Context: an optimization exercise on an open-source flow, tuned for small area. The choices shown serve that exercise and are no tape-out recipe.
RTL that was checked went through simulation tests only; none was proved equivalent to the original.
No activity file was given, so power comes from the tool's default toggle rates.

TR:
==> flow/design.v <==
`timescale 1ns / 1ps
module Digital_Clock(
    input clk,
    input reset,
    input set_time,
    input set_time_unchnged,
    input [5:0] set_min,
    input [5:0] set_sec,
    input up,
    input down,
    input set_alarm,
    input left,
    input right,
    input stop_watch,
    input timer,
    input start,
    input stop,
    output reg led,
    output reg [3:0] Anode_Activation,
    output reg [6:0] Cathode_Activation,
    output reg [4:0] hrs
);
    reg [7:0] rc;
    reg [4:0] c25;
    always @(posedge clk) begin
        if (reset) begin
            rc <= 0;
            c25 <= 12;
        end else begin
            rc <= rc + 1;
            if (rc[3:0] == 4'd15)
                c25 <= (c25[4] & c25[3]) ? 5'd0 : c25 + 1;
        end
    end
    wire c_top = c25[4] & c25[3];
    wire tick = c_top && rc[3:0] == 4'd7;
    wire samp = c_top && rc[3:0] == 4'd4;
    wire t100 = rc[1:0] == 2'b01;
    reg U, D;
    always @(posedge clk)
        if (samp) begin
            U <= up;
            D <= down;
        end
    function [6:0] pm7(input [6:0] x, input dn);
        integer i;
        reg t;
        begin
            t = 1'b1;
            for (i = 0; i < 7; i = i + 1) begin
                pm7[i] = x[i] ^ t;
                t = t & (x[i] ^ dn);
            end
        end
    endfunction
    reg [5:0] S, M, s, As;
    reg [6:0] m, Am;
    reg [4:0] H, Ah;
    reg [3:0] count;
    wire W = stop_watch;
    wire R = right;
    wire Smax = S[5] & S[4] & S[3] & S[1] & S[0];
    wire Mmax = M[5] & M[4] & M[3] & M[1] & M[0];
    wire Mz = M == 0;
    wire Hmax = H[4] & H[2] & H[1] & H[0];
    wire Hz = H == 0;
    wire s0 = s == 0;
    wire m0 = m == 0;
    wire m59 = m == 59;
    wire h23 = hrs == 23;
    wire stm = set_time & !W;
    wire unm = !set_time & set_time_unchnged & !W;
    wire nrm = !set_time & !set_time_unchnged & !timer & !W;
    wire mdn = !R & D;
    wire mup = !R & U & !D;
    wire hdn = R ? D : (D & Mz);
    wire hup = R ? (U & !D) : (U & Mmax);
    wire Mdir = stm & mdn;
    wire [5:0] Mpm = pm7({1'b0, M}, Mdir);
    wire [5:0] Mnew = Mdir ? (Mz ? 6'd59 : Mpm) : (Mmax ? 6'd0 : Mpm);
    wire Men = stm & (mdn | mup) | Smax;
    wire Hdir = stm & hdn;
    wire [4:0] Hpm = pm7({2'b0, H}, Hdir);
    wire [4:0] Hnew = Hdir ? (Hz ? 5'd23 : Hpm) : (Hmax ? 5'd0 : Hpm);
    wire Hen = stm & (hdn | hup) | Smax & Mmax;
    wire mdir = set_time ? D : timer;
    wire [6:0] mpm = pm7(m, mdir);
    wire hdir = set_time & hdn;
    wire [4:0] hpm = pm7({2'b0, hrs}, hdir);
    wire [5:0] sdec = pm7({1'b0, s}, 1'b1);
    wire un_up = unm & !timer & !set_alarm & !R & U;
    wire tdec = unm & timer & !(m0 & s0);
    wire alarm_eq = set_alarm && H == Ah && M == Am && S == As;
    always @(posedge clk) begin
        if (reset) begin
            S <= 0; M <= 0; H <= 0;
            s <= 0; m <= 0; hrs <= 0;
            As <= 0; Am <= 0; Ah <= 0;
            count <= 11;
        end else if (tick) begin
            S <= stm ? s : (Smax ? 6'd0 : S + 6'd1);
            if (Men) M <= Mnew;
            if (Hen) H <= Hnew;
            if (nrm) begin
                s <= S; m <= {1'b0, M}; hrs <= H;
            end
            if (stm & mdn) m <= Mz ? 7'd59 : mpm;
            if (stm & mup) m <= Mmax ? 7'd0 : mpm;
            if (stm & hdn) hrs <= Hz ? 5'd23 : hpm;
            if (stm & hup) hrs <= Hmax ? 5'd0 : hpm;
            if (tdec) begin
                s <= s0 ? 6'd59 : sdec;
                if (s0) m <= mpm;
            end
            if (unm & !timer & set_alarm) begin
                As <= s; Am <= m; Ah <= hrs;
            end
            if (un_up) begin
                m <= m59 ? 7'd0 : mpm;
                if (m59) hrs <= hpm;
            end
            if (unm & R & U) hrs <= h23 ? 5'd0 : hpm;
            if (!W) begin
                if (count[3] & count[1] & count[0]) begin
                    if (alarm_eq) count <= 0;
                end else
                    count <= count + 1;
            end
        end
    end
    always @(*) led = ~count[0];
    reg [3:0] Xt, Xo, Wo;
    reg [2:0] Wt;
    wire sw_en = t100 & W & !stop;
    wire z = reset | (sw_en & !start);
    wire c0 = sw_en;
    wire c1 = c0 & Xo[0] & Xo[3];
    wire c2 = c1 & Xt[0] & Xt[3];
    wire c3 = c2 & Wo[0] & Wo[3];
    always @(posedge clk) begin
        Xo[0] <= !z & (Xo[0] ^ c0);
        Xo[1] <= !z & (Xo[1] ^ (c0 & Xo[0] & !Xo[3]));
        Xo[2] <= !z & (Xo[2] ^ (c0 & Xo[0] & Xo[1]));
        Xo[3] <= !z & (Xo[3] ^ (c0 & Xo[0] & (Xo[1] & Xo[2] | Xo[3])));
        Xt[0] <= !z & (Xt[0] ^ c1);
        Xt[1] <= !z & (Xt[1] ^ (c1 & Xt[0] & !Xt[3]));
        Xt[2] <= !z & (Xt[2] ^ (c1 & Xt[0] & Xt[1]));
        Xt[3] <= !z & (Xt[3] ^ (c1 & Xt[0] & (Xt[1] & Xt[2] | Xt[3])));
        Wo[0] <= !z & (Wo[0] ^ c2);
        Wo[1] <= !z & (Wo[1] ^ (c2 & Wo[0] & !Wo[3]));
        Wo[2] <= !z & (Wo[2] ^ (c2 & Wo[0] & Wo[1]));
        Wo[3] <= !z & (Wo[3] ^ (c2 & Wo[0] & (Wo[1] & Wo[2] | Wo[3])));
        Wt[0] <= !z & (Wt[0] ^ c3);
        Wt[1] <= !z & (Wt[1] ^ (c3 & Wt[0] & !Wt[2]));
        Wt[2] <= !z & (Wt[2] ^ (c3 & Wt[0] & (Wt[1] | Wt[2])));
    end
    wire [1:0] sel = rc[7:6];
    wire [6:0] v = sel[1] ? {1'b0, s} : m;
    wire [3:0] tdig = sel[0] ? v % 10 : v / 10;
    reg [3:0] wdig;
    always @(*)
        case (sel)
            2'b00: wdig = {1'b0, Wt};
            2'b01: wdig = Wo;
            2'b10: wdig = Xt;
            default: wdig = Xo;
        endcase
    wire [3:0] LED_BCD = W ? wdig : tdig;
    always @(*) begin
        case (sel)
            2'b00: Anode_Activation = 4'b0111;
            2'b01: Anode_Activation = 4'b1011;
            2'b10: Anode_Activation = 4'b1101;
            default: Anode_Activation = 4'b1110;
        endcase
        case (LED_BCD)
            4'd1: Cathode_Activation = 7'b1001111;
            4'd2: Cathode_Activation = 7'b0010010;
            4'd3: Cathode_Activation = 7'b0000110;
            4'd4: Cathode_Activation = 7'b1001100;
            4'd5: Cathode_Activation = 7'b0100100;
            4'd6: Cathode_Activation = 7'b0100000;
            4'd7: Cathode_Activation = 7'b0001111;
            4'd8: Cathode_Activation = 7'b0000000;
            4'd9: Cathode_Activation = 7'b0000100;
            default: Cathode_Activation = 7'b0000001;
        endcase
    end
endmodule
clock: 10.0 ns
lec_check: 0
cap_margin: 20
core_margin: 2
core_utilization: 70
slew_margin: 20
standard.sh (not shown) runs the stock make flow with config.mk's settings and CLKGATE_MAP_FILE= SYNTH_SCRIPT=/design/flow/synth_recipe.tcl, a recipe that flattens the netlist after the stock synthesis.
==> flow/flow/run.sh <==
#!/bin/bash
# Standard synthesis, then the combinational logic re-mapped for area with a
# stronger ABC script (flip-flops untouched), then the standard layout
# with smaller port buffers and no dummy clock loads.
set -euo pipefail
R=$PWD/orfs/results/sky130hd/Digital_Clock/base
bash standard.sh synth > synth_std.log 2>&1
cp $R/1_2_yosys.v synth_std.v
yosys -s flow/resynth.ys > resynth.log 2>&1
cp synth_resynth.v $R/1_2_yosys.v
rm -f $R/1_synth.odb $R/1_synth.sdc
bash standard.sh finish \
  "BUFFER_PORTS_ARGS=-buffer_cell sky130_fd_sc_hd__buf_1" \
  "CTS_ARGS=-sink_clustering_enable -repair_clock_nets -dont_use_dummy_load -buf_list {sky130_fd_sc_hd__clkbuf_8}" > layout.log 2>&1
Other scripts of this flow, unchanged in this note and not shown: flow/flow/resynth.abc, flow/flow/resynth.ys
For AL, these inputs were changed with respect to TR:
--- a/flow/design.v
+++ b/flow/design.v
@@ -52,11 +52,12 @@
                 t = t & (x[i] ^ dn);
             end
         end
     endfunction
     reg [5:0] S, M, s, As;
-    reg [6:0] m, Am;
+    reg [6:0] m;
+    reg [5:0] Am;    
     reg [4:0] H, Ah;
     reg [3:0] count;
     wire W = stop_watch;
     wire R = right;
     wire Smax = S[5] & S[4] & S[3] & S[1] & S[0];
@@ -111,11 +112,12 @@
             if (tdec) begin
                 s <= s0 ? 6'd59 : sdec;
                 if (s0) m <= mpm;
             end
             if (unm & !timer & set_alarm) begin
-                As <= s; Am <= m; Ah <= hrs;
+                As <= s; Ah <= hrs;
+                Am <= {m[5:2] | {4{m[6]}}, m[1:0]};
             end
             if (un_up) begin
                 m <= m59 ? 7'd0 : mpm;
                 if (m59) hrs <= hpm;
             end
@@ -127,47 +129,26 @@
                     count <= count + 1;
             end
         end
     end
     always @(*) led = ~count[0];
-    reg [3:0] Xt, Xo, Wo;
-    reg [2:0] Wt;
+    reg [6:0] secs4;
+    reg [5:0] mins4;
     wire sw_en = t100 & W & !stop;
-    wire z = reset | (sw_en & !start);
-    wire c0 = sw_en;
-    wire c1 = c0 & Xo[0] & Xo[3];
-    wire c2 = c1 & Xt[0] & Xt[3];
-    wire c3 = c2 & Wo[0] & Wo[3];
+    wire s4max = secs4[6] & secs4[5] & secs4[1] & secs4[0];
+    wire m4max = mins4[5] & mins4[4] & mins4[3] & mins4[1] & mins4[0];
     always @(posedge clk) begin
-        Xo[0] <= !z & (Xo[0] ^ c0);
-        Xo[1] <= !z & (Xo[1] ^ (c0 & Xo[0] & !Xo[3]));
-        Xo[2] <= !z & (Xo[2] ^ (c0 & Xo[0] & Xo[1]));
-        Xo[3] <= !z & (Xo[3] ^ (c0 & Xo[0] & (Xo[1] & Xo[2] | Xo[3])));
-        Xt[0] <= !z & (Xt[0] ^ c1);
-        Xt[1] <= !z & (Xt[1] ^ (c1 & Xt[0] & !Xt[3]));
-        Xt[2] <= !z & (Xt[2] ^ (c1 & Xt[0] & Xt[1]));
-        Xt[3] <= !z & (Xt[3] ^ (c1 & Xt[0] & (Xt[1] & Xt[2] | Xt[3])));
-        Wo[0] <= !z & (Wo[0] ^ c2);
-        Wo[1] <= !z & (Wo[1] ^ (c2 & Wo[0] & !Wo[3]));
-        Wo[2] <= !z & (Wo[2] ^ (c2 & Wo[0] & Wo[1]));
-        Wo[3] <= !z & (Wo[3] ^ (c2 & Wo[0] & (Wo[1] & Wo[2] | Wo[3])));
-        Wt[0] <= !z & (Wt[0] ^ c3);
-        Wt[1] <= !z & (Wt[1] ^ (c3 & Wt[0] & !Wt[2]));
-        Wt[2] <= !z & (Wt[2] ^ (c3 & Wt[0] & (Wt[1] | Wt[2])));
+        if (reset | sw_en & !start) begin
+            secs4 <= 0; mins4 <= 0;
+        end else if (sw_en) begin
+            secs4 <= s4max ? 7'd0 : secs4 + 7'd1;
+            if (s4max) mins4 <= m4max ? 6'd0 : mins4 + 6'd1;
+        end
     end
     wire [1:0] sel = rc[7:6];
-    wire [6:0] v = sel[1] ? {1'b0, s} : m;
-    wire [3:0] tdig = sel[0] ? v % 10 : v / 10;
-    reg [3:0] wdig;
-    always @(*)
-        case (sel)
-            2'b00: wdig = {1'b0, Wt};
-            2'b01: wdig = Wo;
-            2'b10: wdig = Xt;
-            default: wdig = Xo;
-        endcase
-    wire [3:0] LED_BCD = W ? wdig : tdig;
+    wire [6:0] v = sel[1] ? (W ? secs4 : {1'b0, s}) : (W ? {1'b0, mins4} : m);
+    wire [3:0] LED_BCD = sel[0] ? v % 10 : v / 10;
     always @(*) begin
         case (sel)
             2'b00: Anode_Activation = 4'b0111;
             2'b01: Anode_Activation = 4'b1011;
             2'b10: Anode_Activation = 4'b1101;
--- outcome ---
- Sort AL and TR by sequential cell power, descending, and TR comes first.
- Measured against each other, AL and TR differ in post-route cell area, the lower figure coming from AL.
- Summary: with TR as the reference, number of non-clock inverters in AL moved down by a few percent.
- From TR to AL the numbers moved as follows: final worst slack has decreased, number of iterations in the first detailed-routing pass fell by 3, critical path depth in cells grew by 12, normalized max-slew margin went up.
- Against TR, area of placed instances in AL fell by a few percent.
- Synthesis left AL with fewer flip-flops than TR.
- TR ended up with Cathode_Activation[2] as its timing endpoint of the critical path; AL ended up with Cathode_Activation[1].
- Fraction of area in registers is lower on AL
- Comparing AL and TR, the higher total wire length after detailed routing was measured on TR.
Only the layout flow was run in TR; the RTL was not checked for function there.

[what the ideal ports hide]
The flow's constraints put no driver on any port. The routed layouts listed below were extracted and timed again, unchanged, in two steps. Step 1 sets driving cells, clkbuf_16 on the clock port and buf_2 on the other inputs (assumed; they add their load-dependent delay and slew). Step 2 moves the port delays by t, midway between the first and last clock arrival at a register: inputs arrive t later, outputs are due t later. That takes back most of the time a late clock gives input paths. Slacks: ideal / step 1 / step 2; pairs: ideal / step 1.
run | t, ns | setup slack, ns | clock arrival spread, ns | worst register clock-pin slew, ns | cell pins on the clock port's net
TR | 0.391 | 3.455 / 3.426 / 3.426 | 0.022 / 0.022 | 0.09 / 0.09 | 1
AL | 0.393 | 2.067 / 2.044 / 2.044 | 0.027 / 0.028 | 0.09 / 0.09 | 1
After both steps every run listed still meets setup and hold. For TR, which loses most, drivers alone change the setup slack by -0.029 ns; drivers and shift together by -0.029 ns.
